Source: an optimization exercise on an open RTL-to-GDS flow (aim: small area, a short achievable clock period and few clock cycles per item). Production flows keep margins and buffers that such runs may drop. Only simulation tests tie the RTL to the original design; equivalence was not proved. Power figures rest on the tool's default switching activity, not on a simulated workload.

==> flow/design.v <==
`timescale 1ns / 1ps
module div_iter (
  input div_clk,
  input resetn,
  input div,
  input div_signed,
  input [31:0] x,
  input [31:0] y,
  output [31:0] s,
  output [31:0] r,
  output reg complete
  );
  localparam IDLE = 3'd0, ALIGN = 3'd1, ITER = 3'd2, FIX1 = 3'd3, FIX2 = 3'd4;
  genvar l, i;
  reg [2:0]  st;
  reg [31:0] R;
  reg [31:0] Q;
  reg [32:0] D;      
  reg [5:0]  cnt;    
  reg        xn;     
  reg        sn;     
  reg        yp;     
  reg        yz;     
  reg        sp;     
  wire xneg = div_signed & x[31];
  wire yneg = div_signed & y[31];
  wire [31:0] x_c = x ^ {32{xneg}};
  wire [31:0] y_c = y ^ {32{yneg}};
  function [5:0] blen;
    input [31:0] v;
    integer j;
    begin
      blen = 6'd0;
      for (j = 0; j < 32; j = j + 1)
        if (v[j]) blen = j + 1;
    end
  endfunction
  wire [5:0] xl = blen(x_c);
  wire [5:0] yl = blen(y_c) | {5'd0, yneg & ~|y_c};
  wire [6:0] kdiff = {1'b0, xl} - {1'b0, yl};
  wire [6:0] kq    = {1'b0, xl} + {6'd0, xneg} - {1'b0, yl};
  wire [4:0]  k  = cnt[4:0] & {5{~cnt[5]}};
  wire        yf = ~yneg;
  wire [32:0] d0 = {1'b1, y ^ {32{yf}}};
  wire [32:0] d1 = k[0] ? {d0[31:0], yf}        : d0;
  wire [32:0] d2 = k[1] ? {d1[30:0], {2{yf}}}   : d1;
  wire [32:0] d3 = k[2] ? {d2[28:0], {4{yf}}}   : d2;
  wire [32:0] d4 = k[3] ? {d3[24:0], {8{yf}}}   : d3;
  wire [32:0] d5 = k[4] ? {d4[16:0], {16{yf}}}  : d4;
  wire [34:0] pa = {1'b1, D, 1'b0} ^ {2'b00, R, 1'b0};
  wire [34:0] ga = ({1'b1, D, 1'b0} & {2'b00, R, 1'b0}) | {34'd0, yp};
  wire [34:0] gl [0:6];
  wire [34:0] pl [0:6];
  assign gl[0] = ga;
  assign pl[0] = pa;
  generate
    for (l = 0; l < 6; l = l + 1) begin : lvl
      for (i = 0; i < 35; i = i + 1) begin : b_
        if ((i >> l) & 1) begin : comb
          assign gl[l+1][i] = gl[l][i] | (pl[l][i] & gl[l][((i >> l) << l) - 1]);
          assign pl[l+1][i] = pl[l][i] & pl[l][((i >> l) << l) - 1];
        end else begin : pass
          assign gl[l+1][i] = gl[l][i];
          assign pl[l+1][i] = pl[l][i];
        end
      end
    end
  endgenerate
  wire [33:0] t = pa[34:1] ^ gl[6][33:0];
  wire        qbit = ~t[33];
  wire        special = &t;
  wire [31:0] qv = Q ^ {32{sn}};
  wire [32:0] al [0:5];
  assign al[0] = {qv, sn ^ sp};
  generate
    for (l = 0; l < 5; l = l + 1) begin : ilvl
      for (i = 0; i < 33; i = i + 1) begin : ib_
        if ((i >> l) & 1) begin : comb
          assign al[l+1][i] = al[l][i] & al[l][((i >> l) << l) - 1];
        end else begin : pass
          assign al[l+1][i] = al[l][i];
        end
      end
    end
  endgenerate
  wire [31:0] q_fix = qv ^ al[5][31:0];
  always @(posedge div_clk) begin
    if (!resetn) begin
      st       <= IDLE;
      complete <= 1'b0;
    end else begin
      complete <= 1'b0;
      case (st)
        IDLE: begin
          if (div) begin
            R   <= x;
            Q   <= 32'd0;
            cnt <= kdiff[5:0];
            xn  <= xneg;
            sn  <= xneg ^ yneg;
            yp  <= ~yneg;
            yz  <= ~|y;
            sp  <= 1'b0;
            if (kq[6]) begin
              complete <= 1'b1;
              st       <= IDLE;
            end else
              st <= ALIGN;
          end
        end
        ALIGN: begin
          R <= x_c;
          D <= d5;
          if (yz) begin
            Q <= 32'hffffffff;
            if (sn)
              st <= FIX2;
            else begin
              complete <= 1'b1;
              st       <= IDLE;
            end
          end else if (cnt[5])
            st <= FIX1;
          else
            st <= ITER;
        end
        ITER: begin
          if (qbit) R <= t[31:0];
          Q   <= {Q[30:0], qbit};
          cnt <= cnt - 6'd1;
          if (cnt != 6'd0)
            D <= {1'b1, D[32:1]};
          else if (xn)
            st <= FIX1;
          else if (sn)
            st <= FIX2;
          else begin
            complete <= 1'b1;
            st       <= IDLE;
          end
        end
        FIX1: begin
          sp <= special;
          st <= FIX2;
        end
        default: begin
          if (xn) R <= sp ? 32'd0 : ~R;
          Q        <= q_fix;
          complete <= 1'b1;
          st       <= IDLE;
        end
      endcase
    end
  end
  assign s = Q;
  assign r = R;
endmodule
==> flow/flow/run.sh <==
#!/bin/bash
# The standard layout, with the synthesis left to map adders as plain
# logic (no half/full adder cells), so that abc sees whole carry paths.
set -euo pipefail
bash standard.sh ADDER_MAP_FILE= finish > standard.log 2>&1
==> flow/standard.sh <==
#!/bin/bash
# synth_recipe.tcl (not shown) runs the flow's synth.tcl, then flattens the netlist and writes it again
# the make line also repeats each setting of config.mk as NAME=value (left out here)
make -C /OpenROAD-flow-scripts/flow DESIGN_CONFIG=/design/flow/config.mk WORK_HOME=/design/flow/orfs CLKGATE_MAP_FILE= SYNTH_SCRIPT=/design/flow/synth_recipe.tcl "${@:-finish}"
==> flow/config.mk <==
export PLATFORM = sky130hd
export DESIGN_NAME = div_iter
export DESIGN_NICKNAME = div_iter
export VERILOG_FILES = /design/flow/design.v
export SDC_FILE = /design/flow/constraint.sdc
export NUM_CORES = 4
export LEC_CHECK = 0
export CAP_MARGIN = 20
export CORE_MARGIN = 2
export CORE_UTILIZATION = 40
export SETUP_SLACK_MARGIN = 1.5
export SLEW_MARGIN = 20
==> flow/constraint.sdc <==
create_clock -name core_clock -period 5.0 [get_ports {div_clk}]
set_input_delay 1.0000 -clock core_clock [delete_from_list [all_inputs] [get_ports {div_clk}]]
set_output_delay 1.0000 -clock core_clock [all_outputs]
set_load 0.01 [all_outputs]
==> out/results.tsv, run 1 <==
stage	metric	value	unit
sta	Setup TNS	0	ns
floorplanning	initial core utilization	0.406	
cells_and_area	Fillers	2964	
drt	drt drc	0	
flow_run	number of max-cap violations	0	
cells_and_area	Nets	1845	
drt	Antenna Nets Post-Route	0	
hold_path	worst hold path type	reg -> reg	
logic_synthesis	YS warnings	1	
cells_and_area	ANT cells	0	
worst_setup_path	Worst Path Class, Setup	reg -> reg	
sta	RSZ-0062 raised after global routing	true	
cts	clock sinks	112	
cts	CTS tree	done	
cts	total CTS buffers	9	
cells_and_area	Non-Filler Instances	2178	
cts	Root Buffer	clkbuf_16	
cts	hold_buf cts	0	
placement	IO Port Bufs	132	
cells_and_area	multi-input gate area in the final layout	0.00915	mm2
drt	Pre-antenna DRT Iters	5	
worst_setup_path	crit end category	flip-flop	
cells_and_area	end-of-flow core utilization	0.512	
cells_and_area	Seq. cell area	0.00332	mm2
cts	maximum root-to-sink buffer count	2	
global_routing	first-pass GRT wire length	66800	um
logic_synthesis	top cells by area, synth	edfxtp_1 (26%), a21oi_1 (9.2%), xnor2_1 (6.8%)	
floorplanning	IO Pins	133	
cells_and_area	Layout area overhead	26.1	%
logic_synthesis	Unique masters post-synth	84	
power	LEAKAGE	5.53	nW
power	pwr/cell area	251	mW/mm2
logic_synthesis	Mapped Nets	1728	
logic_synthesis	Post-synth EDFFs	108	
status	outcome	timing/DRC/antenna clean	
floorplanning	chip width	180	um
worst_setup_path	arrival time at the worst endpoint	4.08	ns
drt	DR WL/cell	19.4	um
floorplanning	placeable core area	0.0305	mm2
global_routing	largest net degree at the start of global routing	48	
logic_synthesis	syn_area_per_cell	7.45	um2
logic_synthesis	cell taking the most area after synthesis	edfxtp_1	
sta	hold slack	0.673	ns
sta	Rel. slew slack	0.432	
worst_setup_path	Worst setup SP type	flip-flop	
placement	DP Cell Count	2084	
worst_setup_path	Reg2Reg Setup Slack	1.10	ns
placement	Post-DP HPWL	30200	um
worst_setup_path	CP max FO	4	
floorplanning	# rows	64	
logic_synthesis	Async SR Flop Fraction	0	
sta	crit share post-route	0.780	
sta	Max Freq	257	MHz
global_routing	vias in the first global route	12100	
drt	post-DR vias/cell	6.12	
logic_synthesis	Synth Flop Type	edfxtp_1	
floorplanning	area of the die	0.0324	mm2
sta	Final Hold Viols	0	
drt	Vias	13300	
power	Tot Pwr	3.92	mW
sta	Tmin final	3.90	ns
logic_synthesis	post-synthesis sequential area ratio	0.269	
worst_setup_path	Worst EP required	5.19	ns
sta	worst-margin pin slew	0.852	ns
logic_synthesis	Post-Syn Instances	1660	
sta	Final setup viols	0	
drt	Initial DRC Count	1372	
placement	GP Congestion	0.930	
cts	clk slew on worst S/H paths	0.09	ns
logic_synthesis	Synth top area share	0.262	
global_routing	total track usage	0.252	
cells_and_area	share of layout cells above drive strength 1	0.163	
power	VDD IR max	0.177	mV
sta	clock skew after layout	0.0239	ns
floorplanning	die height	180	um
global_routing	initial antenna violation count	0	
logic_synthesis	Seq cells post-synth	112	
drt	final WL	42400	um
sta	Final Max Slew Viols	0	
logic_synthesis	mapped cell area	0.0124	mm2
cts	CTS HTree Levels	3	
cts	clk latency of the worst-skew pair	0.38	ns
global_routing	remaining global-route overflow	0	
through the flow:
step,area (um2),setup WS (ns)
after global routing,15600,0.984
final,15600,1.10
after CTS,15100,1.19
after global placement,14000,0.386
after detailed placement,14000,0.302
after floorplan,12500,1.00
Yosys cell counts, types with 10 or more instances:
master    count
o31ai_1      10
a211oi_1     19
or2_2        11
a221oi_1     14
nand4_1      11
xor2_1       48
a31oi_1      34
o21ai_0     134
or3_1        23
buf_2        13
maj3_1       10
mux4_2       13
nand2b_1     23
and2_1       21
nand2_1     145
xnor2_1      96
clkbuf_1    108
nor2_1      190
o211ai_1     20
a21oi_1     227
a21o_1       12
nor2b_1      14
nand3_1      34
inv_1        29
buf_1        18
nor4_1       18
and3_1       20
mux2i_1      23
edfxtp_1    108
o22ai_1      37
nor3_1       38
logic make-up (layout without fill, tap and decap cells):
kind of cell    after synthesis  after routing  synth area share
compound gates              601            601             0.296
buf+inv                     173            294            0.0551
simple gates                579            580             0.223
flops                       112            112             0.269
fa+ha+maj                    12             12           0.00991
xor+xnor                    145            145             0.103
mux                          38             38            0.0441
sequential cells by signal (all words and copies together) (netlist names):
signal    count
complete      1
Q            32
sp            1
yz            1
st            3
sn            1
cnt           6
xn            1
R            32
D            33
yp            1
cells in the final DEF, fill, tap and decap left out, types with 7 or more instances in the layout:
| master | synthesis | routed |
|---|---|---|
| buf_6 | 2 | 7 |
| a211oi_1 | 19 | 16 |
| or2_2 | 11 | 10 |
| nor2_2 | 0 | 9 |
| a22oi_1 | 8 | 8 |
| nand3_1 | 34 | 33 |
| a21o_1 | 12 | 12 |
| xnor2_2 | 1 | 9 |
| o21ai_1 | 0 | 7 |
| o211ai_1 | 20 | 20 |
| o21ai_0 | 134 | 121 |
| xnor2_1 | 96 | 87 |
| a221oi_1 | 14 | 13 |
| nand2b_1 | 23 | 23 |
| inv_1 | 29 | 29 |
| xor2_1 | 48 | 46 |
| mux2i_1 | 23 | 23 |
| dlygate4sd2_1 | 0 | 35 |
| nor2_1 | 190 | 179 |
| or4_1 | 8 | 7 |
| a31oi_1 | 34 | 25 |
| dlymetal6s2s_1 | 0 | 8 |
| edfxtp_1 | 108 | 108 |
| nor2b_1 | 14 | 11 |
| and3_1 | 20 | 20 |
| nand2_1 | 145 | 142 |
| and2_1 | 21 | 21 |
| nor4_1 | 18 | 11 |
| nand4_1 | 11 | 11 |
| a21oi_2 | 1 | 11 |
| maj3_1 | 10 | 9 |
| nor3_1 | 38 | 35 |
| clkdlybuf4s50_1 | 0 | 69 |
| or3_1 | 23 | 21 |
| clkbuf_16 | 0 | 9 |
| o22ai_1 | 37 | 33 |
| a211o_1 | 7 | 7 |
| buf_4 | 0 | 105 |
| a21oi_1 | 227 | 214 |
| mux4_2 | 13 | 13 |
repair_timing:
action,CTS,global route
pin swaps,50,47
setup endpoints to repair,74,63
cloned,2,0
buffers inserted,56,20
gates resized for setup,179,79
layer usage:
metal,wire length [um],global-route usage,vias to the layer above,part of all wire
met4,760,0.0605,0,0.018
met1,19500,0.369,6355,0.46
met5,0,0,-,0
met3,3020,0.0253,51,0.071
met2,19100,0.399,536,0.45
li1,-,-,6397,-
worst paths after layout:
check	startpoint	endpoint	cells after the start
setup / recovery	R[0]	sp	12
hold / removal	xn	st[2]	3
setup reg to reg	R[0]	sp	12
hold reg to reg	xn	st[2]	3
area by class of cell:
| cell class | instances | share of cell area |
|---|---|---|
| clock inverters | 7 | 0.00465 |
| inverters | 31 | 0.00754 |
| well taps | 396 | 0.0317 |
| repair buffers | 247 | 0.142 |
| multi-input cells | 1376 | 0.586 |
| clock buffers | 9 | 0.0144 |
| flip-flops and latches | 112 | 0.213 |
critical path, cell delays in order, from the launching register on:
cell and delay [ns]:
edfxtp_1 0.43, maj3_2 0.34, o211a_4 0.26, o2111a_2 0.32, o311ai_4 0.33, a21oi_4 0.07
or3_4 0.38, a21o_1 0.21, xnor2_2 0.16, or4_4 0.53, nor4_4 0.31, nand4bb_1 0.15
nor4_2 0.23
power breakdown:
| part | internal (mW) | total (mW) | switching (mW) | leakage (nW) |
|---|---|---|---|---|
| sequential | 1.18 | 1.34 | 0.159 | 1.05 |
| combinational | 0.802 | 1.83 | 1.02 | 4.34 |
| clock | 0.354 | 0.762 | 0.407 | 0.146 |
| total | 2.33 | 3.92 | 1.59 | 5.53 |
Testbench counts, summed over its fixed seeds: cycles 37,988, divs 4,800.
==> run 2, diff against run 1 <==
--- a/flow/design.v
+++ b/flow/design.v
@@ -68,7 +68,7 @@
   endgenerate
   wire [33:0] t = pa[34:1] ^ gl[6][33:0];
   wire        qbit = ~t[33];
-  wire        special = &t;
+  wire        special = &(pa[34:1] ^ ga[33:0]);
   wire [31:0] qv = Q ^ {32{sn}};
   wire [32:0] al [0:5];
   assign al[0] = {qv, sn ^ sp};
--- a/flow/config.mk
+++ b/flow/config.mk
@@ -7,6 +7,6 @@
 export LEC_CHECK = 0
 export CAP_MARGIN = 20
 export CORE_MARGIN = 2
-export CORE_UTILIZATION = 40
+export CORE_UTILIZATION = 60
 export SETUP_SLACK_MARGIN = 1.5
 export SLEW_MARGIN = 20
==> run 2 against run 1 <==
  * Still clean
  * Worst hold slack improved by 0.019 ns
  * Die area fell by 33%
  * Global-route usage rose by 12 points
  * Combinational power rose by 5%
  * Clock power fell by 6.3%
  * Routed wire length rose by 2.5%
  * Clock skew fell by 0.012 ns
  * Cell count fell by 7.1%
  * Critical path type unchanged
  * Largest power group unchanged
==> out/results.tsv, run 2 <==
stage	metric	value	unit	change
floorplanning	die height	147	um	was 180 um
power	VDD IR max	0.150	mV	was 0.177 mV
sta	crit share post-route	0.740		was 0.780
worst_setup_path	crit path cell chain	maj3_2 > maj3_2 > o211a_4 > a211o_4 > and4_4 > or3_4 > o2bb2ai_4 > a2111oi_4 > o31ai_2 > a21oi_2 > nor2_4 > buf_12 > buf_16		was maj3_2 > o211a_4 > o2111a_2 > o311ai_4 > a21oi_4 > or3_4 > a21o_1 > xnor2_2 > or4_4 > nor4_4 > nand4bb_1 > nor4_2
global_routing	largest net degree at the start of global routing	45		was 48
cells_and_area	Nets	1818		was 1845
drt	DR WL/cell	21.5	um	was 19.4 um
cells_and_area	biggest regs	D: 33 flops, Q: 32 flops, R: 32 flops		unchanged
placement	IO Port Bufs	132		unchanged
logic_synthesis	Commonest cells post-synth	a21oi_1 (232), nor2_1 (202), nand2_1 (133), clkbuf_1 (132), o21ai_0 (120)		was a21oi_1 (227), nor2_1 (190), nand2_1 (145), o21ai_0 (134)
global_routing	total track usage	0.370		was 0.252
worst_setup_path	worst flop-to-flop path startpoint	yp		was R[0]
power	LEAKAGE	5.42	nW	was 5.53 nW
worst_setup_path	crit end category	flip-flop		unchanged
drt	Vias	13900		was 13.3k
worst_setup_path	CP Capture Point	R[31]		was sp
cells_and_area	Non-Filler Instances	2024		was 2178
worst_setup_path	reg2reg end	R[31]		was sp
global_routing	initial antenna violation count	0		unchanged
logic_synthesis	Synth top area share	0.264		was 0.262
logic_synthesis	syn_area_per_cell	7.49	um2	was 7.45 um2
logic_synthesis	YS warnings	1		unchanged
logic_synthesis	Synth Flop Type	edfxtp_1		unchanged
floorplanning	area of the die	0.0216	mm2	was 0.0324 mm2
hold_path	worst hold path type	reg -> reg		unchanged
logic_synthesis	Unique masters post-synth	86		was 84
cells_and_area	Layout area overhead	23.7	%	was 26.1%
worst_setup_path	arrival time at the worst endpoint	3.83	ns	was 4.08 ns
drt	drt drc	0		unchanged
drt	post-DR vias/cell	6.86		was 6.12
worst_setup_path	Worst Path Class, Setup	reg -> reg		unchanged
sta	clock skew after layout	0.0117	ns	was 0.0239 ns
worst_setup_path	CP startpoint	yp		was R[0]
cells_and_area	end-of-flow core utilization	0.754		was 0.512
worst_setup_path	CP max FO	8		was 4
placement	DP Cell Count	1916		was 2084
drt	Initial DRC Count	1825		was 1372
flow_run	number of max-cap violations	0		unchanged
logic_synthesis	most common cell in the synthesized netlist	a21oi_1		unchanged
logic_synthesis	mapped cell area	0.0123	mm2	was 0.0124 mm2
drt	Pre-antenna DRT Iters	6		was 5
cts	CTS tree	done		unchanged
drt	Antenna Nets Post-Route	0		unchanged
cells_and_area	share of layout cells above drive strength 1	0.167		was 0.163
logic_synthesis	Async SR Flop Fraction	0		unchanged
cells_and_area	ANT cells	0		unchanged
cts	total CTS buffers	9		unchanged
sta	Final Max Slew Viols	0		unchanged
worst_setup_path	Critical Path Max Stage Delay	0.43	ns	was 0.53 ns
global_routing	remaining global-route overflow	0		unchanged
floorplanning	initial core utilization	0.609		was 0.406
sta	worst-margin pin slew	1.19	ns	was 0.852 ns
logic_synthesis	post-synthesis sequential area ratio	0.270		was 0.269
sta	Final Hold Viols	0		unchanged
sta	Setup TNS	0	ns	unchanged
placement	Post-DP HPWL	28800	um	was 30200 um
drt	final WL	43400	um	was 42400 um
cells_and_area	commonest cells after routing, fill and taps aside	a21oi_1 (223), nor2_1 (197), nand2_1 (130), o21ai_0 (112), edfxtp_1 (108)		was a21oi_1 (214), nor2_1 (179), nand2_1 (142), o21ai_0 (121), edfxtp_1 (108)
floorplanning	# rows	52		was 64
placement	GP Congestion	0.992		was 0.930
status	outcome	timing/DRC/antenna clean		unchanged
cts	clk slew on worst S/H paths	0.08	ns	was 0.09 ns
cells_and_area	max reg flops	33		unchanged
power	pwr/cell area	264	mW/mm2	was 251 mW/mm2
cts	CTS HTree Levels	3		unchanged
sta	Rel. slew slack	0.207		was 0.432
sta	Tmin final	3.70	ns	was 3.90 ns
cts	clock sinks	112		unchanged
sta	RSZ-0062 raised after global routing	true		unchanged
sta	Final setup viols	0		unchanged
global_routing	first-pass GRT wire length	64900	um	was 66800 um
cts	Root Buffer	clkbuf_16		unchanged
worst_setup_path	slowest cell on the critical path	edfxtp_1		was or4_4
logic_synthesis	Post-Syn Instances	1642		was 1660
cells_and_area	largest reg by FF count	D		unchanged
worst_setup_path	Worst setup SP type	flip-flop		unchanged
power	Tot Pwr	4.02	mW	was 3.92 mW
worst_setup_path	worst-case reg-to-reg path depth	13		was 12
cts	maximum root-to-sink buffer count	2		unchanged
sta	Max Freq	270	MHz	was 257 MHz
logic_synthesis	Mapped Nets	1710		was 1728
worst_setup_path	most used cell, CP	maj3_2		
cts	clk latency of the worst-skew pair	0.37	ns	was 0.38 ns
floorplanning	chip width	147	um	was 180 um
logic_synthesis	Seq cells post-synth	112		unchanged
logic_synthesis	Post-synth EDFFs	108		unchanged
global_routing	vias in the first global route	12000		was 12.1k
cells_and_area	most common cell after layout, fill and taps aside	a21oi_1		unchanged
floorplanning	IO Pins	133		unchanged
worst_setup_path	Worst EP required	5.13	ns	was 5.19 ns
sta	hold slack	0.692	ns	was 0.673 ns
floorplanning	placeable core area	0.0202	mm2	was 0.0305 mm2
logic_synthesis	cell taking the most area after synthesis	edfxtp_1		unchanged
worst_setup_path	Reg2Reg Setup Slack	1.30	ns	was 1.10 ns
logic_synthesis	top cells by area, synth	edfxtp_1 (26%), a21oi_1 (9.4%), xnor2_1 (7.7%)		was edfxtp_1 (26%), a21oi_1 (9.2%), xnor2_1 (6.8%)
==> run 2: cell count changes after synthesis, moves of 13 or more <==
cell      delta
o21ai_0     -14
nand4_1     +13
a211oi_1    +18
o22ai_1     -25
and2_1      -15
clkbuf_1    +24
==> run 2: how the worst min path moves through the flow <==
stage	cells after the start	to	start
finish	1	D[4]	D[5]
CTS	1	cnt[0]	cnt[0]
detailed placement	1	cnt[0]	cnt[0]
floorplan	3	st[0]	yz
global placement	1	cnt[0]	cnt[0]
global route	1	D[4]	D[5]
==> run 2: through the flow <==
| step | area (um2) | worst slack (ns) |
|---|---|---|
| after floorplan | 12400 | 1.33 |
| after global placement | 13700 | 0.462 |
| after detailed placement | 13700 | 0.391 |
| after CTS | 14600 | 1.39 |
| after global routing | 15200 | 1.24 |
| final | 15200 | 1.30 |
==> run 2: cells by family after synthesis <==
logic type	Yosys count	synth area share
compound gates	594	0.300
xor+xnor	162	0.115
fa+ha+maj	19	0.0160
buf+inv	188	0.0583
flops	112	0.270
mux	36	0.0376
simple gates	531	0.202
==> run 2: critical path: cells and delay by family (launching register included) <==
family          cells  cell delay, ns
compound gates      6            1.46
fa+ha+maj           2            0.67
simple gates        3            0.58
flops               1            0.43
buf+inv             2            0.30
==> run 2: timing repair <==
action                                 4_1_cts  5_1_grt
setup buffers                               41       43
hold buffers                                 0        0
endpoints found under the hold margin        0        0
pin swaps                                   37       53
resized for setup                          154      121
gates cloned                                 5        4
setup endpoints to repair                   77       72
==> run 2: power by group <==
part / internal (mW) / leakage (nW) / switching [mW] / total [mW]
Sequential: 1.19 / 1.05 / 0.185 / 1.38
Combinational: 0.825 / 4.24 / 1.10 / 1.93
Clock: 0.340 / 0.132 / 0.374 / 0.714
Total: 2.36 / 5.42 / 1.66 / 4.02
==> run 2: final cells by class <==
cell class / instances / area (um2)
fill: 1541 / 4970
tap: 270 / 338
timing repair buffer: 251 / 2300
clock inverter: 6 / 43.8
sequential: 112 / 3320
multi-input combinational: 1343 / 8850
clock buffer: 9 / 225
inverter: 33 / 129
==> run 2: metal layers <==
layer,up-vias,wire length [um],GRT usage
met5,-,0,0
met4,0,1520,0.117
met3,162,5210,0.0581
met2,994,19600,0.577
met1,6462,17100,0.529
li1,6276,-,-
Testbench counts of run 2, summed over its fixed seeds: cycles 37,988, divs 4,800.
==> run 3, diff against run 2 <==
--- a/flow/design.v
+++ b/flow/design.v
@@ -49,41 +49,18 @@
   wire [32:0] d5 = k[4] ? {d4[16:0], {16{yf}}}  : d4;
   wire [34:0] pa = {1'b1, D, 1'b0} ^ {2'b00, R, 1'b0};
   wire [34:0] ga = ({1'b1, D, 1'b0} & {2'b00, R, 1'b0}) | {34'd0, yp};
-  wire [34:0] gl [0:6];
-  wire [34:0] pl [0:6];
-  assign gl[0] = ga;
-  assign pl[0] = pa;
-  generate
-    for (l = 0; l < 6; l = l + 1) begin : lvl
-      for (i = 0; i < 35; i = i + 1) begin : b_
-        if ((i >> l) & 1) begin : comb
-          assign gl[l+1][i] = gl[l][i] | (pl[l][i] & gl[l][((i >> l) << l) - 1]);
-          assign pl[l+1][i] = pl[l][i] & pl[l][((i >> l) << l) - 1];
-        end else begin : pass
-          assign gl[l+1][i] = gl[l][i];
-          assign pl[l+1][i] = pl[l][i];
-        end
-      end
-    end
-  endgenerate
-  wire [33:0] t = pa[34:1] ^ gl[6][33:0];
+  wire [33:0] t = {2'b00, R} + {1'b1, D} + {33'd0, yp};
   wire        qbit = ~t[33];
   wire        special = &(pa[34:1] ^ ga[33:0]);
   wire [31:0] qv = Q ^ {32{sn}};
-  wire [32:0] al [0:5];
-  assign al[0] = {qv, sn ^ sp};
+  wire [32:0] qc;
+  assign qc[0] = sn ^ sp;
   generate
-    for (l = 0; l < 5; l = l + 1) begin : ilvl
-      for (i = 0; i < 33; i = i + 1) begin : ib_
-        if ((i >> l) & 1) begin : comb
-          assign al[l+1][i] = al[l][i] & al[l][((i >> l) << l) - 1];
-        end else begin : pass
-          assign al[l+1][i] = al[l][i];
-        end
-      end
+    for (i = 0; i < 32; i = i + 1) begin : inc_
+      assign qc[i+1] = qc[i] & qv[i];
     end
   endgenerate
-  wire [31:0] q_fix = qv ^ al[5][31:0];
+  wire [31:0] q_fix = qv ^ qc[31:0];
   always @(posedge div_clk) begin
     if (!resetn) begin
       st       <= IDLE;
==> flow/flow/run.sh (replaced) <==
#!/bin/bash
# The standard layout with two changes to how it is made:
# - synthesis maps adders as plain logic (no half/full adder cells), so that
#   abc sees and balances whole carry paths;
# - every port still gets a buffer, but the smallest plain buffer (buf_1)
#   rather than the delay buffer the resizer picks by default.
set -euo pipefail
bash standard.sh ADDER_MAP_FILE= "BUFFER_PORTS_ARGS=-buffer_cell sky130_fd_sc_hd__buf_1" finish > standard.log 2>&1
==> run 3 against run 2 <==
  * Utilization is 3.5 points lower
  * Global-route usage is 1.5 points lower
  * Worst hold slack worse by 0.017 ns
  * Final area is 4.7% lower
  * Critical path depth is 2 higher
  * Non-clock buffer count is 15 higher
  * Synthesized cell count is 0.79% lower
  * Combinational power is 3% lower
==> out/results.tsv, run 3 <==
stage	metric	value	unit	change
status	outcome	timing/DRC/antenna clean		unchanged
cts	Root Buffer	clkbuf_16		unchanged
worst_setup_path	CP max FO	16		was 8
logic_synthesis	cell taking the most area after synthesis	edfxtp_1		unchanged
global_routing	initial antenna violation count	1		was 0
power	Comb power frac	0.467		was 0.479
sta	Setup TNS	0	ns	unchanged
floorplanning	area of the die	0.0216	mm2	about the same
global_routing	largest net degree at the start of global routing	60		was 45
global_routing	remaining global-route overflow	0		unchanged
logic_synthesis	Post-synth EDFFs	108		unchanged
drt	drt drc	0		unchanged
cts	clk latency of the worst-skew pair	0.37	ns	about the same
logic_synthesis	mapped cell area	0.0123	mm2	about the same
cells_and_area	fin area	0.0145	mm2	was 0.0152 mm2
cts	clock sinks	112		unchanged
logic_synthesis	Async SR Flop Fraction	0		unchanged
logic_synthesis	most common cell in the synthesized netlist	a21oi_1		unchanged
sta	crit share post-route	0.717		was 0.740
logic_synthesis	Synth top area share	0.264		about the same
placement	GP Congestion	0.992		about the same
placement	DP Cell Count	1914		was 1916
cts	clk slew on worst S/H paths	0.08	ns	about the same
placement	IO Port Bufs	132		unchanged
sta	Final setup viols	0		unchanged
logic_synthesis	Post-Syn Instances	1629		was 1642
logic_synthesis	post-synthesis sequential area ratio	0.271		was 0.270
cells_and_area	ANT cells	0		unchanged
floorplanning	chip width	147	um	about the same
worst_setup_path	Worst setup SP type	flip-flop		unchanged
worst_setup_path	Worst Path Class, Setup	reg -> reg		unchanged
cts	hold_buf cts	0		unchanged
cells_and_area	biggest regs	D: 33 flops, Q: 32 flops, R: 32 flops		unchanged
sta	worst-margin pin slew	1.02	ns	was 1.19 ns
power	LEAKAGE	5.07	nW	was 5.42 nW
cts	CTS HTree Levels	3		unchanged
sta	Final Max Slew Viols	0		unchanged
floorplanning	initial core utilization	0.608		was 0.609
power	Tot Pwr	4.00	mW	was 4.02 mW
cts	maximum root-to-sink buffer count	2		unchanged
placement	placed instance area	0.0129	mm2	was 0.0137 mm2
worst_setup_path	Worst EP required	5.08	ns	was 5.13 ns
placement	DP Worst Slack	0.569	ns	was 0.391 ns
logic_synthesis	YS warnings	1		unchanged
sta	Max Freq	279	MHz	was 270 MHz
power	pwr/cell area	276	mW/mm2	was 264 mW/mm2
sta	Tmin final	3.59	ns	was 3.70 ns
drt	final WL	40100	um	was 43400 um
global_routing	first-pass GRT wire length	62100	um	was 64900 um
logic_synthesis	Unique masters post-synth	83		was 86
power	Net Sw Frac	0.412		was 0.413
logic_synthesis	top cells by area, synth	edfxtp_1 (26%), a21oi_1 (8.5%), xnor2_1 (8.2%)		was edfxtp_1 (26%), a21oi_1 (9.4%), xnor2_1 (7.7%)
floorplanning	die height	147	um	about the same
cells_and_area	Nets	1834		was 1818
cells_and_area	Fillers	1682		was 1541
drt	post-DR vias/cell	6.44		was 6.86
sta	clock skew after layout	0.0115	ns	was 0.0117 ns
worst_setup_path	Reg2Reg Setup Slack	1.41	ns	was 1.30 ns
floorplanning	placeable core area	0.0202	mm2	unchanged
hold_path	worst hold path type	reg -> reg		unchanged
global_routing	vias in the first global route	11600		was 12.0k
sta	Final Hold Viols	0		unchanged
cells_and_area	share of layout cells above drive strength 1	0.152		was 0.167
cells_and_area	Layout area overhead	18.1	%	was 23.7%
drt	Antenna Nets Post-Route	0		unchanged
cells_and_area	Non-Filler Instances	2041		was 2024
power	Clock Power Share	0.195		was 0.178
drt	Initial DRC Count	1335		was 1825
floorplanning	# rows	52		unchanged
sta	Rel. slew slack	0.317		was 0.207
worst_setup_path	crit end category	flip-flop		unchanged
drt	Vias	13100		was 13.9k
cells_and_area	most common cell after layout, fill and taps aside	a21oi_1		unchanged
logic_synthesis	Commonest cells post-synth	a21oi_1 (209), nor2_1 (187), nand2_1 (159), xnor2_1 (115), clkbuf_1 (114)		was a21oi_1 (232), nor2_1 (202), nand2_1 (133), clkbuf_1 (132), o21ai_0 (120)
power	internal power	2.35	mW	was 2.36 mW
logic_synthesis	syn_area_per_cell	7.53	um2	was 7.49 um2
global_routing	total track usage	0.355		was 0.370
flow_run	number of max-cap violations	0		unchanged
worst_setup_path	arrival time at the worst endpoint	3.67	ns	was 3.83 ns
cells_and_area	max reg flops	33		unchanged
power	Seq pwr share	0.338		was 0.343
cells_and_area	largest reg by FF count	D		unchanged
power	VDD IR max	0.164	mV	was 0.150 mV
placement	Post-DP HPWL	27600	um	was 28800 um
logic_synthesis	Synth Flop Type	edfxtp_1		unchanged
drt	Pre-antenna DRT Iters	5		was 6
cts	CTS tree	done		unchanged
cts	total CTS buffers	9		unchanged
drt	DR WL/cell	19.6	um	was 21.5 um
power	Psw	1.65	mW	was 1.66 mW
sta	RSZ-0062 raised after global routing	true		unchanged
sta	PnR worst setup slack	1.41	ns	was 1.30 ns
logic_synthesis	Seq cells post-synth	112		unchanged
logic_synthesis	Mapped Nets	1697		was 1710
cells_and_area	commonest cells after routing, fill and taps aside	a21oi_1 (202), nor2_1 (185), nand2_1 (155), buf_1 (125)		was a21oi_1 (223), nor2_1 (197), nand2_1 (130), o21ai_0 (112), edfxtp_1 (108)
floorplanning	IO Pins	133		unchanged
run 3: cell count changes in the layout (fill, tap and decap cells not counted), sizes merged, moves of 10 or more:
| cell | change |
|---|---|
| dlygate4sd2 | -27 |
| nand2 | +26 |
| a21oi | -20 |
| o221ai | +16 |
| o21ai | -12 |
| buf | +136 |
| a221oi | -11 |
| nand2b | +10 |
| nor2 | -15 |
| clkbuf | -18 |
| nand3 | +25 |
| clkdlybuf4s50 | -68 |
| a211oi | -17 |
| and2 | +11 |
run 3: kinds of logic (layout without fill, tap and decap cells):
logic type	after synthesis	after routing	share of synthesized area
XOR/XNOR	166	166	0.120
AND/OR/NAND/NOR	577	579	0.222
flip-flops	112	112	0.271
multiplexers	38	38	0.0381
buffers and inverters	174	314	0.0544
adder cells (fa/ha/maj)	20	20	0.0171
AO/OA/AOI/OAI	542	542	0.278
run 3: layout make-up:
cell class | count | area, um2 | area share
clock buffers | 9 | 225 | 0.0155
inverters | 32 | 120 | 0.00829
flip-flops and latches | 112 | 3320 | 0.229
multi-input cells | 1345 | 8760 | 0.604
clock inverters | 7 | 78.8 | 0.00544
repair buffers | 266 | 1650 | 0.114
well taps | 270 | 338 | 0.0233
run 3: metal layers:
metal	track usage	vias to the layer above	wire length [um]
met5	0	-	13
met4	0.104	2	919
met3	0.0506	75	3410
met2	0.562	612	18700
met1	0.507	6211	17100
li1	-	6244	-
run 3: through the flow:
stage	hold slack [ns]	utilization
floorplan	0.601	-
global placement	0.651	0.637
detailed placement	0.664	0.637
CTS	0.683	0.688
global route	0.717	0.718
finish	0.675	0.718
run 3: worst paths after layout:
check        from  endpoint  cells past startpoint
min reg2reg  Q[4]      Q[5]                      2
max          D[4]     R[16]                     15
min          Q[4]      Q[5]                      2
max reg2reg  D[4]     R[16]                     15
run 3: repair_timing:
item	4_1_cts	5_1_grt
pin swaps	36	35
endpoints found under the setup margin	52	62
gates resized for setup	35	73
buffers inserted	69	37
cloned	3	1
run 3: power by group through the flow:
stage	registers [mW]	clock network, mW	logic, mW
4_1_cts	1.35	0.783	1.73
6_report	1.35	0.782	1.87
3_5_place_dp	1.39	0	1.58
5_1_grt	1.37	0.805	2.03
2_1_floorplan	1.33	0	1.20
3_3_place_gp	1.38	0	1.55
run 3: critical path: stages, from the launching register on:
cell,delay (ns)
edfxtp_1,0.43
buf_4,0.18
xnor2_2,0.17
nor3_2,0.22
o21ai_4,0.12
a21oi_4,0.19
a21o_1,0.21
o2111ai_1,0.13
and4_4,0.21
nor3b_4,0.25
a211oi_2,0.12
o21a_2,0.26
a211oi_4,0.24
o21ai_2,0.11
a21oi_4,0.24
buf_12,0.21
Testbench counts of run 3, summed over its fixed seeds: cycles 37,988, divs 4,800.
==> run 4, diff against run 3 <==
--- a/flow/design.v
+++ b/flow/design.v
@@ -16,7 +16,7 @@
   reg [31:0] R;
   reg [31:0] Q;
   reg [32:0] D;      
-  reg [5:0]  cnt;    
+  reg [4:0]  cnt;    
   reg        xn;     
   reg        sn;     
   reg        yp;     
@@ -39,7 +39,7 @@
   wire [5:0] yl = blen(y_c) | {5'd0, yneg & ~|y_c};
   wire [6:0] kdiff = {1'b0, xl} - {1'b0, yl};
   wire [6:0] kq    = {1'b0, xl} + {6'd0, xneg} - {1'b0, yl};
-  wire [4:0]  k  = cnt[4:0] & {5{~cnt[5]}};
+  wire [4:0]  k  = cnt;
   wire        yf = ~yneg;
   wire [32:0] d0 = {1'b1, y ^ {32{yf}}};
   wire [32:0] d1 = k[0] ? {d0[31:0], yf}        : d0;
@@ -72,7 +72,7 @@
           if (div) begin
             R   <= x;
             Q   <= 32'd0;
-            cnt <= kdiff[5:0];
+            cnt <= kdiff[4:0] & {5{~kdiff[6]}};
             xn  <= xneg;
             sn  <= xneg ^ yneg;
             yp  <= ~yneg;
@@ -96,16 +96,14 @@
               complete <= 1'b1;
               st       <= IDLE;
             end
-          end else if (cnt[5])
-            st <= FIX1;
-          else
+          end else
             st <= ITER;
         end
         ITER: begin
           if (qbit) R <= t[31:0];
           Q   <= {Q[30:0], qbit};
-          cnt <= cnt - 6'd1;
-          if (cnt != 6'd0)
+          cnt <= cnt - 5'd1;
+          if (cnt != 5'd0)
             D <= {1'b1, D[32:1]};
           else if (xn)
             st <= FIX1;
==> flow/flow/run.sh (replaced) <==
#!/bin/bash
# The standard layout with these changes to how it is made:
# - synthesis maps adders as plain logic (no half/full adder cells), so that
#   abc sees and balances whole carry paths;
# - abc maps with flow/abc.script (see flow/synth.tcl): the logic is
#   balanced for depth and then mapped with the delay-oriented mapper;
# - every port still gets a buffer, but the smallest plain buffer (buf_1)
#   rather than the delay buffer the resizer picks by default.
# Everything else, including the registers, is the standard synthesis and
# layout.
set -euo pipefail
here=$(pwd)
bash standard.sh ADDER_MAP_FILE= "BUFFER_PORTS_ARGS=-buffer_cell sky130_fd_sc_hd__buf_1" SYNTH_SCRIPT="$here/flow/synth.tcl" finish > standard.log 2>&1
==> flow/flow/abc.script (new file) <==
strash
&get -n
&st
&dch
&nf
&st
&syn2
&if -g -K 6
&synch2
&nf
&st
&syn2
&if -g -K 6
&synch2
&put
dch -f
map
buffer -c
topo
upsize -c
dnsize -c
==> flow/flow/synth.tcl (new file) <==
proc synth {args} { yosys synth -nofsm -noshare {*}$args }
# Technology mapping with our own abc script (flow/abc.script beside this
# file): balance the logic, then the delay-oriented classic mapper.
set ::my_abc_script [file join [file dirname [file normalize [info script]]] abc.script]
proc abc {args} {
  set i [lsearch -exact $args -script]
  if { $i >= 0 } { set args [lreplace $args $i [expr {$i + 1}] -script $::my_abc_script] }
  yosys abc {*}$args
}
source $::env(SCRIPTS_DIR)/synth.tcl
# left out here: clear keep_hierarchy, flatten, clean up, hide names made inside functions, write 1_2_yosys.v
==> run 4 against run 3 <==
  * Clock power up 5.0%
  * Cell count increased by 8.5%
  * Worst setup slack gained 0.16 ns
  * Combinational power decreased by 13%
  * Clock-buffer cell count unchanged
  * Flip-flop and latch count fell by 1
  * Routed wire length increased by 11%
  * Critical path depth up 1
  * Clock skew grew 0.012 ns
  * Die area about the same
  * Critical path type is now in -> reg
==> out/results.tsv, run 4 <==
stage	metric	value	unit	change
drt	Antenna Nets Post-Route	0		unchanged
sta	Tmin final	3.43	ns	was 3.59 ns
worst_setup_path	crit end category	flip-flop		unchanged
worst_setup_path	Worst EP required	5.08	ns	about the same
flow_run	number of max-cap violations	0		unchanged
global_routing	total track usage	0.398		was 0.355
worst_setup_path	worst flop-to-flop path startpoint	st[1]		was D[4]
logic_synthesis	largest family of logic cells by synthesized area	compound AO/OA/AOI/OAI gates		unchanged
drt	final WL	44700	um	was 40100 um
cells_and_area	largest reg by FF count	D		unchanged
floorplanning	placeable core area	0.0202	mm2	unchanged
power	VDD IR max	0.167	mV	was 0.164 mV
worst_setup_path	Worst setup SP type	primary input		was flip-flop
cts	clock sinks	111		was 112
worst_setup_path	Reg2Reg Setup Slack	1.68	ns	was 1.41 ns
logic_synthesis	Commonest cells post-synth	nand2_1 (350), inv_1 (237), o21ai_0 (200), nor2_1 (199), a21oi_1 (147)		was a21oi_1 (209), nor2_1 (187), nand2_1 (159), xnor2_1 (115), clkbuf_1 (114)
floorplanning	# rows	52		unchanged
floorplanning	area of the die	0.0216	mm2	about the same
placement	Post-DP HPWL	34000	um	was 27600 um
global_routing	remaining global-route overflow	0		unchanged
global_routing	layer with the highest usage	met2		unchanged
sta	clock skew after layout	0.0233	ns	was 0.0115 ns
worst_setup_path	worst-case reg-to-reg path depth	8		was 15
cells_and_area	ANT cells	0		unchanged
logic_synthesis	syn_area_per_cell	6.66	um2	was 7.53 um2
logic_synthesis	Post-synth EDFFs	107		was 108
drt	Pre-antenna DRT Iters	8		was 5
drt	post-DR vias/cell	6.48		was 6.44
logic_synthesis	mapped cell area	0.0123	mm2	about the same
hold_path	hold depth	2		unchanged
logic_synthesis	cell taking the most area after synthesis	edfxtp_1		unchanged
logic_synthesis	Post-Synth XOR/XNOR Area	0.0542		was 0.120
hold_path	critical hold path startpoint	D[7]		was Q[4]
cells_and_area	Layout area overhead	9.80	%	was 18.1%
logic_synthesis	Seq cells post-synth	111		was 112
sta	crit share post-route	0.686		was 0.717
logic_synthesis	post-synthesis sequential area ratio	0.268		was 0.271
cells_and_area	max reg flops	33		unchanged
drt	drt drc	0		unchanged
sta	Final Max Slew Viols	0		unchanged
cells_and_area	end-of-flow core utilization	0.668		was 0.718
logic_synthesis	most common cell in the synthesized netlist	nand2_1		was a21oi_1
cells_and_area	biggest regs	D: 33 flops, Q: 32 flops, R: 32 flops		unchanged
placement	GP Congestion	1.03		was 0.992
hold_path	worst hold path type	reg -> reg		unchanged
sta	RSZ-0062 raised after global routing	true		unchanged
sta	worst-margin pin slew	1.11	ns	was 1.02 ns
sta	Max Freq	291	MHz	was 279 MHz
cts	CTS tree	done		unchanged
logic_synthesis	post-synthesis mux area share	0.00245		was 0.0381
placement	IO Port Bufs	132		unchanged
drt	Vias	14400		was 13.1k
sta	Setup TNS	0	ns	unchanged
cts	clk latency of the worst-skew pair	0.38	ns	was 0.37 ns
logic_synthesis	Synth Flop Type	edfxtp_1		unchanged
worst_setup_path	reg2reg end	R[22]		was R[16]
logic_synthesis	Post-Syn Instances	1843		was 1629
cells_and_area	commonest cells after routing, fill and taps aside	nand2_1 (350), inv_1 (236), o21ai_0 (198), nor2_1 (193), a21oi_1 (141)		was a21oi_1 (202), nor2_1 (185), nand2_1 (155), buf_1 (125)
global_routing	initial antenna violation count	0		was 1
hold_path	hold-critical path endpoint	D[6]		was Q[5]
global_routing	met1 usage	0.532		was 0.507
logic_synthesis	Unique masters post-synth	87		was 83
sta	Rel. slew slack	0.257		was 0.317
cts	Root Buffer	clkbuf_16		unchanged
global_routing	first-pass GRT wire length	68300	um	was 62100 um
worst_setup_path	arrival time at the worst endpoint	3.51	ns	was 3.67 ns
sta	Final setup viols	0		unchanged
cells_and_area	Nets	2008		was 1834
power	pwr/cell area	278	mW/mm2	was 276 mW/mm2
global_routing	GR Layer Usage met2	0.623		was 0.562
status	outcome	timing/DRC/antenna clean		unchanged
logic_synthesis	top cells by area, synth	edfxtp_1 (26%), nand2_1 (11%), o21ai_0 (8.2%)		was edfxtp_1 (26%), a21oi_1 (8.5%), xnor2_1 (8.2%)
floorplanning	die height	147	um	about the same
sta	Final Hold Viols	0		unchanged
global_routing	vias in the first global route	12800		was 11.6k
power	LEAKAGE	5.49	nW	was 5.07 nW
cts	total CTS buffers	9		unchanged
logic_synthesis	Simple-Gate Fraction of Synth Area	0.260		was 0.222
cells_and_area	most common cell after layout, fill and taps aside	nand2_1		was a21oi_1
worst_setup_path	Worst Path Class, Setup	in -> reg		was reg -> reg
logic_synthesis	adder-cell share of the synthesized area	0		was 0.0171
cells_and_area	share of layout cells above drive strength 1	0.0694		was 0.152
floorplanning	IO Pins	133		unchanged
cts	maximum root-to-sink buffer count	2		unchanged
cts	clk slew on worst S/H paths	0.10	ns	was 0.08 ns
worst_setup_path	CP max FO	9		was 16
logic_synthesis	complex-gate fraction of the synthesized area	0.310		was 0.278
logic_synthesis	Async SR Flop Fraction	0		unchanged
cts	hold_buf cts	0		unchanged
global_routing	GR Layer Usage met3	0.107		was 0.0506
logic_synthesis	YS warnings	1		unchanged
floorplanning	chip width	147	um	about the same
drt	Initial DRC Count	1807		was 1335
drt	DR WL/cell	20.2	um	was 19.6 um
logic_synthesis	Mapped Nets	1911		was 1697
floorplanning	initial core utilization	0.608		about the same
logic_synthesis	Synth top area share	0.262		was 0.264
global_routing	largest net degree at the start of global routing	75		was 60
cts	CTS HTree Levels	3		unchanged
==> run 4: changes by cell type in the layout (fill, tap and decap cells not counted), moves of 30 or more <==
| cell | previous run | this run |
|---|---|---|
| inv_1 | 30 | 236 |
| o21ai_0 | 97 | 198 |
| xnor2_1 | 113 | 7 |
| a21oi_1 | 202 | 141 |
| nand2_1 | 155 | 350 |
| nand3_1 | 44 | 77 |
| buf_4 | 113 | 23 |
| o22ai_1 | 12 | 42 |
==> run 4: worst max path at each step <==
stage	end	from	depth (start not counted)	slack, ns
5_1_grt	cnt[3]	div_signed	16	1.45
3_3_place_gp	cnt[1]	y[31]	14	0.92
6_report	cnt[1]	div_signed	16	1.57
3_5_place_dp	cnt[1]	y[31]	14	0.80
2_1_floorplan	D[0]	st[2]	7	1.52
4_1_cts	cnt[1]	div_signed	14	1.52
==> run 4: area by class of cell <==
type                            instances  area, um2
Tap cell                              270        338
Multi-Input combinational cell       1417       7860
Timing Repair Buffer                  157        709
Clock inverter                          7        110
Inverter                              244        942
Sequential cell                       111       3290
Fill cell                            1856       6700
Clock buffer                            9        225
==> run 4: critical path, stage by stage <==
cell	delay, ns
clkbuf_4	0.19
buf_8	0.18
and2_4	0.19
buf_4	0.18
nor3_2	0.19
a22oi_1	0.10
a21oi_1	0.17
a21oi_1	0.13
o22ai_2	0.20
nand2_1	0.09
nand3b_1	0.21
nand2_1	0.09
nand2_2	0.09
nand3_2	0.11
a31oi_4	0.27
o32ai_2	0.11
==> run 4: through the flow <==
step	setup WS (ns)	power, mW	cells	cell area (um2)	hold slack, ns
6_report	1.57	3.74	2215	13500	0.648
5_1_grt	1.45	3.93	2215	13500	0.690
4_1_cts	1.52	3.65	2207	13300	0.643
3_5_place_dp	0.796	2.84	2190	12900	0.618
3_3_place_gp	0.924	2.81	2190	12900	0.601
2_1_floorplan	1.52	2.36	1843	12300	0.545
==> run 4: what timing repair did <==
action / CTS / global route
hold endpoints to repair: 0 / 0
buffers inserted: 1 / 6
resized for setup: 6 / 31
setup endpoints to repair: 55 / 39
pin swaps: 1 / 5
cloned: 0 / 2
==> run 4: cells by family after synthesis <==
| group | after synthesis |
|---|---|
| AOI/OAI and AO/OA | 604 |
| buffers and inverters | 317 |
| xor gates and xnor gates | 76 |
| DFF | 111 |
| muxes | 3 |
| and+or+nand+nor | 732 |
==> run 4: power by group <==
group          internal [mW]  switching [mW]
combinational          0.493            1.13
sequential              1.18           0.118
clock                  0.411           0.410
total                   2.08            1.66
==> run 4: metal layers <==
| layer | wire [um] | part of all wire |
|---|---|---|
| met5 | 0 | 0 |
| met4 | 1840 | 0.041 |
| met3 | 5890 | 0.13 |
| met2 | 19900 | 0.45 |
| met1 | 17100 | 0.38 |
Testbench counts of run 4, summed over its fixed seeds: cycles 38,018, divs 4,800.
==> run 5, diff against run 4 <==
--- a/flow/config.mk
+++ b/flow/config.mk
@@ -8,5 +8,5 @@
 export CAP_MARGIN = 20
 export CORE_MARGIN = 2
 export CORE_UTILIZATION = 60
-export SETUP_SLACK_MARGIN = 1.5
+export SETUP_SLACK_MARGIN = 2.0
 export SLEW_MARGIN = 20
==> run 5 against run 4 <==
  * Combinational power up about 10%
  * Clock power decreased by 4.9%
  * Die area is the same
  * Area after synthesis did not move
  * Global-route usage grew 0.96 points
  * Total power is 3.7% higher
  * Flip-flop and latch count did not move
  * Synthesized cell count unchanged
  * First-iteration DRC count grew 13%
  * Largest cell class unchanged
  * Largest power group unchanged
==> out/results.tsv, run 5 <==
stage	metric	value	unit	change
logic_synthesis	top cells by area, synth	edfxtp_1 (26%), nand2_1 (11%), o21ai_0 (8.2%)		unchanged
global_routing	vias in the first global route	13100		was 12.8k
logic_synthesis	Async SR Flop Fraction	0		unchanged
sta	worst-margin pin slew	1.11	ns	about the same
global_routing	initial antenna violation count	0		unchanged
sta	Final Hold Viols	0		unchanged
placement	Post-DP HPWL	33400	um	was 34000 um
worst_setup_path	crit end category	flip-flop		unchanged
floorplanning	IO Pins	133		unchanged
floorplanning	placeable core area	0.0202	mm2	unchanged
power	pwr/cell area	266	mW/mm2	was 278 mW/mm2
floorplanning	area of the die	0.0216	mm2	unchanged
logic_synthesis	post-synthesis sequential area ratio	0.268		unchanged
sta	clock skew after layout	0.0201	ns	was 0.0233 ns
cells_and_area	most common cell after layout, fill and taps aside	nand2_1		unchanged
drt	Antenna Nets Post-Route	0		unchanged
hold_path	worst hold path type	reg -> reg		unchanged
cells_and_area	biggest regs	D: 33 flops, Q: 32 flops, R: 32 flops		unchanged
logic_synthesis	Post-Syn Instances	1843		unchanged
worst_setup_path	Worst setup SP type	flip-flop		was primary input
floorplanning	die height	147	um	unchanged
drt	post-DR vias/cell	6.51		was 6.48
drt	DR WL/cell	20.5	um	was 20.2 um
power	VDD IR max	0.200	mV	was 0.167 mV
power	LEAKAGE	5.98	nW	was 5.49 nW
cells_and_area	Non-Filler Instances	2286		was 2215
cts	clock sinks	111		unchanged
global_routing	total track usage	0.407		was 0.398
cells_and_area	Fillers	1691		was 1856
flow_run	number of max-cap violations	0		unchanged
sta	hold slack	0.634	ns	was 0.648 ns
drt	Vias	14900		was 14.4k
placement	IO Port Bufs	132		unchanged
logic_synthesis	Commonest cells post-synth	nand2_1 (350), inv_1 (237), o21ai_0 (200), nor2_1 (199), a21oi_1 (147)		unchanged
cts	maximum root-to-sink buffer count	2		unchanged
cells_and_area	share of layout cells above drive strength 1	0.149		was 0.0694
worst_setup_path	Worst Path Class, Setup	reg -> reg		was in -> reg
power	internal power	2.13	mW	was 2.08 mW
placement	DP Worst Slack	0.521	ns	was 0.796 ns
placement	GP Congestion	1.02		was 1.03
cells_and_area	Layout area overhead	19.0	%	was 9.80%
power	Clock Power Share	0.201		was 0.219
global_routing	met1 usage	0.544		was 0.532
logic_synthesis	most common cell in the synthesized netlist	nand2_1		unchanged
cts	clk latency of the worst-skew pair	0.38	ns	about the same
sta	RSZ-0062 raised after global routing	true		unchanged
power	Tot Pwr	3.88	mW	was 3.74 mW
power	Psw	1.75	mW	was 1.66 mW
logic_synthesis	mapped cell area	0.0123	mm2	unchanged
power	Net Sw Frac	0.450		was 0.444
logic_synthesis	Post-synth EDFFs	107		unchanged
placement	placed instance area	0.0129	mm2	unchanged
logic_synthesis	cell taking the most area after synthesis	edfxtp_1		unchanged
drt	Initial DRC Count	2042		was 1807
floorplanning	# rows	52		unchanged
cts	total CTS buffers	9		unchanged
cts	CTS HTree Levels	3		unchanged
sta	PnR worst setup slack	2.02	ns	was 1.57 ns
drt	drt drc	0		unchanged
power	Comb power frac	0.465		was 0.435
logic_synthesis	Unique masters post-synth	87		unchanged
global_routing	GR Layer Usage met3	0.0873		was 0.107
status	outcome	timing/DRC/antenna clean		unchanged
cts	clk slew on worst S/H paths	0.10	ns	about the same
sta	crit share post-route	0.596		was 0.686
floorplanning	initial core utilization	0.608		unchanged
sta	Final Max Slew Viols	0		unchanged
cells_and_area	commonest cells after routing, fill and taps aside	nand2_1 (336), inv_1 (226), o21ai_0 (189), nor2_1 (178), a21oi_1 (128)		was nand2_1 (350), inv_1 (236), o21ai_0 (198), nor2_1 (193), a21oi_1 (141)
logic_synthesis	Synth top area share	0.262		unchanged
cells_and_area	fin area	0.0146	mm2	was 0.0135 mm2
cts	hold_buf cts	0		unchanged
global_routing	first-pass GRT wire length	70200	um	was 68300 um
cells_and_area	ANT cells	0		unchanged
logic_synthesis	Synth Flop Type	edfxtp_1		unchanged
sta	Setup TNS	0	ns	unchanged
sta	Rel. slew slack	0.260		was 0.257
global_routing	layer with the highest usage	met2		unchanged
drt	final WL	46900	um	was 44700 um
worst_setup_path	Reg2Reg Setup Slack	2.02	ns	was 1.68 ns
global_routing	largest net degree at the start of global routing	52		was 75
sta	Final setup viols	0		unchanged
worst_setup_path	Worst EP required	5.12	ns	was 5.08 ns
logic_synthesis	Mapped Nets	1911		unchanged
placement	DP Cell Count	2189		was 2190
drt	Pre-antenna DRT Iters	8		unchanged
global_routing	remaining global-route overflow	0		unchanged
cts	CTS tree	done		unchanged
power	Seq pwr share	0.334		was 0.346
cells_and_area	end-of-flow core utilization	0.724		was 0.668
worst_setup_path	arrival time at the worst endpoint	3.10	ns	was 3.51 ns
logic_synthesis	Seq cells post-synth	111		unchanged
cells_and_area	max reg flops	33		unchanged
cts	Root Buffer	clkbuf_16		unchanged
floorplanning	chip width	147	um	unchanged
worst_setup_path	CP max FO	28		was 9
cells_and_area	largest reg by FF count	D		unchanged
logic_synthesis	YS warnings	1		unchanged
cells_and_area	Nets	2079		was 2008
logic_synthesis	syn_area_per_cell	6.66	um2	unchanged
global_routing	GR Layer Usage met2	0.644		was 0.623
sta	Tmin final	2.98	ns	was 3.43 ns
sta	Max Freq	335	MHz	was 291 MHz
-- run 5: cell types whose count changed in the layout (fill, tap and decap cells not counted), sizes merged --
| cell | change |
|---|---|
| clkbuf | +14 |
| buf | +55 |
| inv | +4 |
| bufinv | -1 |
| bufbuf | +1 |
| clkinv | -2 |
-- run 5: critical path, cell delays in order, from the launching register on --
cell,delay (ns)
edfxtp_1,0.43
buf_12,0.18
clkinv_16,0.08
nand2_2,0.08
o41ai_4,0.47
nand4_4,0.18
nor2_4,0.21
nand3_4,0.12
nor2_4,0.17
o211ai_4,0.15
buf_6,0.19
nor2_1,0.09
nor2_1,0.06
o21ai_0,0.20
a21oi_1,0.11
-- run 5: worst paths after layout --
check / from / endpoint / depth (start not counted)
worst max-delay path: sn / Q[29] / 14
worst min-delay path: D[7] / D[6] / 2
worst max register to register: sn / Q[29] / 14
worst min register to register: D[7] / D[6] / 2
-- run 5: power groups by stage --
stage | Clock, mW | Combinational (mW) | Sequential (mW)
6_report | 0.781 | 1.80 | 1.29
5_1_grt | 0.803 | 1.94 | 1.30
4_1_cts | 0.771 | 1.62 | 1.29
3_5_place_dp | 0 | 1.51 | 1.32
3_3_place_gp | 0 | 1.49 | 1.32
2_1_floorplan | 0 | 1.06 | 1.30
-- run 5: what timing repair did --
item,in CTS,in global routing
cloned,5,2
setup endpoints to repair,126,102
pin swaps,12,47
gates resized for setup,67,123
hold endpoints to repair,0,0
buffers inserted,29,45
-- run 5: cell families after synthesis --
kind of cell           synth area share
AND/OR/NAND/NOR                   0.260
AO/OA/AOI/OAI                     0.310
XOR/XNOR                         0.0542
multiplexers                    0.00245
flip-flops                        0.268
buffers and inverters             0.104
-- run 5: routing by layer --
metal,wire length [um],vias to the layer above
li1,-,6808
met1,17800,6830
met2,21000,1073
met3,5970,164
met4,2150,0
met5,0,-
-- run 5: final cells by class --
class                      count  area (um2)  share of cell area
inverter                     244         960              0.0657
tap                          270         338              0.0231
clock buffer                   9         225              0.0154
multi-input combinational   1417        8290               0.568
clock inverter                 7        78.8             0.00540
timing repair inverter         1        8.76            0.000600
timing repair buffer         227        1410              0.0966
sequential                   111        3290               0.225
==> run 6, diff against run 5 <==
--- a/flow/flow/abc.script
+++ b/flow/flow/abc.script
@@ -15,6 +15,9 @@
 &put
 dch -f
 map
+strash
+dch -f
+map
 buffer -c
 topo
 upsize -c
==> run 6 against run 5 <==
  * Still clean
  * Die area down 1.0%
  * Register-to-register slack about the same
  * Area after synthesis down 1.0%
  * Cell count up 0.70%
  * Critical path depth down 1
  * Synthesized cell count up 0.81%
  * Combinational power down 5%
  * Total power down 3.4%
  * Clock-buffer cell count unchanged
  * Worst hold slack worse by 0.017 ns
  * Clock skew about the same
==> out/results.tsv, run 6 <==
stage	metric	value	unit	change
status	outcome	timing/DRC/antenna clean		unchanged
sta	crit share post-route	0.609		was 0.596
power	Tot Pwr	3.75	mW	was 3.88 mW
global_routing	remaining global-route overflow	0		unchanged
logic_synthesis	YS warnings	1		unchanged
sta	PnR worst setup slack	1.95	ns	was 2.02 ns
logic_synthesis	Post-Syn Instances	1858		was 1843
worst_setup_path	Critical Path Max Stage Delay	0.26	ns	was 0.47 ns
worst_setup_path	slowest cell on the critical path	a21oi_2		was o41ai_4
worst_setup_path	CP startpoint	x[19]		was sn
floorplanning	initial core utilization	0.606		was 0.608
floorplanning	# rows	52		unchanged
logic_synthesis	adder-cell share of the synthesized area	0		unchanged
drt	Vias	15100		was 14.9k
cells_and_area	end-of-flow core utilization	0.722		was 0.724
power	VDD IR max	0.179	mV	was 0.200 mV
cells_and_area	biggest regs	D: 33 flops, Q: 32 flops, R: 32 flops		unchanged
global_routing	first-pass GRT wire length	68000	um	was 70200 um
sta	clock skew after layout	0.0200	ns	was 0.0201 ns
global_routing	initial antenna violation count	3		was 0
worst_setup_path	Worst setup SP type	primary input		was flip-flop
cells_and_area	fin area	0.0145	mm2	was 0.0146 mm2
worst_setup_path	worst-case reg-to-reg path depth	14		unchanged
placement	GP Congestion	1.01		was 1.02
placement	DP Worst Slack	0.931	ns	was 0.521 ns
cts	clock sinks	111		unchanged
sta	RSZ-0062 raised after global routing	true		unchanged
cells_and_area	most common cell after layout, fill and taps aside	nand2_1		unchanged
sta	Setup TNS	0	ns	unchanged
drt	final WL	46800	um	was 46900 um
worst_setup_path	CP max FO	5		was 28
logic_synthesis	post-synthesis mux area share	0.00412		was 0.00245
logic_synthesis	Commonest cells post-synth	nand2_1 (357), o21ai_0 (232), inv_1 (230), nor2_1 (212), a21oi_1 (136)		was nand2_1 (350), inv_1 (237), o21ai_0 (200), nor2_1 (199), a21oi_1 (147)
logic_synthesis	Seq cells post-synth	111		unchanged
drt	post-DR vias/cell	6.56		was 6.51
logic_synthesis	mapped cell area	0.0121	mm2	was 0.0123 mm2
logic_synthesis	top cells by area, synth	edfxtp_1 (26%), nand2_1 (11%), o21ai_0 (9.6%)		was edfxtp_1 (26%), nand2_1 (11%), o21ai_0 (8.2%)
worst_setup_path	Buf/Inv on CP	2		was 3
cts	CTS HTree Levels	3		unchanged
hold_path	critical hold path startpoint	D[2]		was D[7]
cts	clk slew on worst S/H paths	0.09	ns	was 0.10 ns
logic_synthesis	most common cell in the synthesized netlist	nand2_1		unchanged
placement	Post-DP HPWL	33200	um	was 33400 um
logic_synthesis	largest family of logic cells by synthesized area	compound AO/OA/AOI/OAI gates		unchanged
worst_setup_path	Crit path max-delay family	compound AO/OA/AOI/OAI gates		unchanged
logic_synthesis	Async SR Flop Fraction	0		unchanged
sta	Final setup viols	0		unchanged
sta	Tmin final	3.05	ns	was 2.98 ns
drt	Pre-antenna DRT Iters	7		was 8
cts	Root Buffer	clkbuf_16		unchanged
cells_and_area	largest reg by FF count	D		unchanged
logic_synthesis	Simple-Gate Fraction of Synth Area	0.266		was 0.260
worst_setup_path	Worst Path Class, Setup	in -> reg		was reg -> reg
logic_synthesis	complex-gate fraction of the synthesized area	0.319		was 0.310
sta	Max Freq	328	MHz	was 335 MHz
floorplanning	die height	146	um	was 147 um
sta	Rel. slew slack	0.259		was 0.260
cts	maximum root-to-sink buffer count	2		unchanged
worst_setup_path	Worst EP required	5.08	ns	was 5.12 ns
sta	worst-margin pin slew	1.11	ns	about the same
floorplanning	placeable core area	0.0200	mm2	was 0.0202 mm2
worst_setup_path	crit path cell chain	buf_1 > inv_1 > nand2_1 > o21ai_0 > o221ai_1 > a21oi_2 > o22ai_2 > a21oi_2 > nor2_1 > nor2_1 > nand2_1 > nand3_1 > o32ai_2		was buf_12 > clkinv_16 > nand2_2 > o41ai_4 > nand4_4 > nor2_4 > nand3_4 > nor2_4 > o211ai_4 > buf_6 > nor2_1 > nor2_1 > o21ai_0 > a21oi_1
cts	total CTS buffers	9		unchanged
worst_setup_path	worst flop-to-flop path startpoint	R[17]		was sn
floorplanning	chip width	146	um	was 147 um
drt	drt drc	0		unchanged
worst_setup_path	Reg2Reg Setup Slack	2.02	ns	about the same
floorplanning	IO Pins	133		unchanged
cts	clk latency of the worst-skew pair	0.38	ns	about the same
worst_setup_path	arrival time at the worst endpoint	3.13	ns	was 3.10 ns
placement	IO Port Bufs	132		unchanged
logic_synthesis	Synth top area share	0.265		was 0.262
global_routing	vias in the first global route	12700		was 13.1k
global_routing	largest net degree at the start of global routing	54		was 52
drt	Antenna Nets Post-Route	0		unchanged
sta	Final Hold Viols	0		unchanged
global_routing	total track usage	0.398		was 0.407
cells_and_area	commonest cells after routing, fill and taps aside	nand2_1 (347), inv_1 (221), o21ai_0 (220), nor2_1 (198), a21oi_1 (120)		was nand2_1 (336), inv_1 (226), o21ai_0 (189), nor2_1 (178), a21oi_1 (128)
power	pwr/cell area	259	mW/mm2	was 266 mW/mm2
cells_and_area	max reg flops	33		unchanged
logic_synthesis	Unique masters post-synth	79		was 87
cts	hold_buf cts	0		unchanged
cells_and_area	Nets	2094		was 2079
drt	Initial DRC Count	2074		was 2042
logic_synthesis	Post-synth EDFFs	107		unchanged
hold_path	hold depth	2		unchanged
sta	Final Max Slew Viols	0		unchanged
floorplanning	area of the die	0.0214	mm2	was 0.0216 mm2
placement	placed instance area	0.0128	mm2	was 0.0129 mm2
cts	CTS tree	done		unchanged
worst_setup_path	crit end category	flip-flop		unchanged
cells_and_area	Layout area overhead	19.0	%	about the same
logic_synthesis	syn_area_per_cell	6.54	um2	was 6.66 um2
logic_synthesis	cell taking the most area after synthesis	edfxtp_1		unchanged
cells_and_area	share of layout cells above drive strength 1	0.134		was 0.149
power	LEAKAGE	5.91	nW	was 5.98 nW
logic_synthesis	post-synthesis sequential area ratio	0.271		was 0.268
logic_synthesis	Synth Flop Type	edfxtp_1		unchanged
drt	DR WL/cell	20.3	um	was 20.5 um
worst_setup_path	critical path depth in cells	13		was 14
logic_synthesis	Mapped Nets	1926		was 1911
flow_run	number of max-cap violations	0		unchanged
logic_synthesis	Post-Synth XOR/XNOR Area	0.0375		was 0.0542
hold_path	worst hold path type	reg -> reg		unchanged
run 6: path summary, 6_finish.rpt:
check / endpoint
hold / removal: D[1]
setup reg to reg: R[1]
setup / recovery: cnt[1]
hold reg to reg: D[1]
run 6: worst reg2reg max path, cell delays in order, from the launching register on:
cell and delay [ns]:
edfxtp_1 0.49, or2_2 0.20, nand2_1 0.09, nor2_2 0.18, nand2_2 0.11, o211ai_1 0.29, a21oi_4 0.11, o22ai_4 0.17
a2bb2oi_4 0.10, o21ai_2 0.17, o2bb2ai_2 0.14, nand3_2 0.11, a21oi_4 0.24, buf_6 0.16, clkbuf_16 0.15
run 6: what timing repair did:
| action | in CTS | in global routing |
|---|---|---|
| pin swaps | 12 | 40 |
| setup buffers | 16 | 59 |
| resized for setup | 45 | 125 |
| gates cloned | 2 | 5 |
| endpoints found under the setup margin | 125 | 115 |
run 6: through the flow:
stage               instances  hold WS (ns)
floorplan                1858         0.544
global placement         2203         0.574
detailed placement       2203         0.582
CTS                      2237         0.608
global route             2301         0.642
finish                   2302         0.617
run 6: layout make-up:
type / count / area (um2)
multi-input cells: 1436 / 8150
diodes: 1 / 2.50
fillers: 1760 / 5580
clock inverters: 7 / 78.8
clock buffers: 9 / 225
flip-flops and latches: 111 / 3290
inverters: 239 / 925
repair buffers: 228 / 1440
well taps: 270 / 338
repair inverters: 1 / 5.00
run 6: where the power goes:
part	switching (mW)	internal, mW	leakage, nW
sequential	0.111	1.17	1.04
clock	0.407	0.356	0.141
combinational	1.15	0.558	4.73
run 6: per-layer routing:
| layer | global-route usage | vias to the layer above | wire length (um) | share of wire |
|---|---|---|---|---|
| li1 | - | 6897 | - | - |
| met1 | 0.542 | 6829 | 17600 | 0.38 |
| met2 | 0.609 | 1159 | 20500 | 0.44 |
| met3 | 0.100 | 221 | 6480 | 0.14 |
| met4 | 0.163 | 4 | 2140 | 0.046 |
| met5 | 0 | - | 26 | 0.00056 |
run 6: cell families after synthesis:
family / Yosys count
simple gates: 755
mux: 5
compound gates: 622
flops: 111
buf+inv: 313
xor+xnor: 52

## re-timing with driven ports
In the flow no input, the clock included, has a driving cell. The finished layouts below were timed again as built, in two steps. Step 1 (the two cells are an assumption about what drives the block):
set clk [get_ports {div_clk}]
set_driving_cell -lib_cell sky130_fd_sc_hd__clkbuf_16 $clk
set_driving_cell -lib_cell sky130_fd_sc_hd__buf_2 [delete_from_list [all_inputs] $clk]
Step 2 times the ports against the registers' clock, not the clock port: input delays grow and output delays shrink by t, the midpoint of the rising clock arrivals with the driver on. a / b / c = ideal ports / drivers / drivers and shift; a / b = the first two.
run | t, ns | setup WS [ns] | worst hold slack (ns) | worst register clock-pin slew, ns | worst data-port slew with drivers (ns)
run 1 | 0.412 | 1.102 / 1.102 / 0.895 | 0.673 / 0.673 / 0.673 | 0.10 / 0.10 | 0.06
run 2 | 0.411 | 1.299 / 1.299 / 1.040 | 0.692 / 0.692 / 0.692 | 0.08 / 0.08 | 0.04
run 3 | 0.412 | 1.413 / 1.413 / 1.085 | 0.675 / 0.675 / 0.675 | 0.09 / 0.09 | 0.07
run 4 | 0.413 | 1.569 / 1.598 / 1.185 | 0.648 / 0.648 / 0.648 | 0.10 / 0.10 | 0.07
run 5 | 0.420 | 2.018 / 2.009 / 1.588 | 0.634 / 0.634 / 0.634 | 0.10 / 0.10 | 0.08
run 6 | 0.420 | 1.953 / 1.974 / 1.554 | 0.617 / 0.617 / 0.617 | 0.09 / 0.09 | 0.07
After both steps setup and hold are still met in every run listed. The setup slack of run 5, which loses most, moves by -0.009 ns with the drivers and by -0.430 ns with both steps.
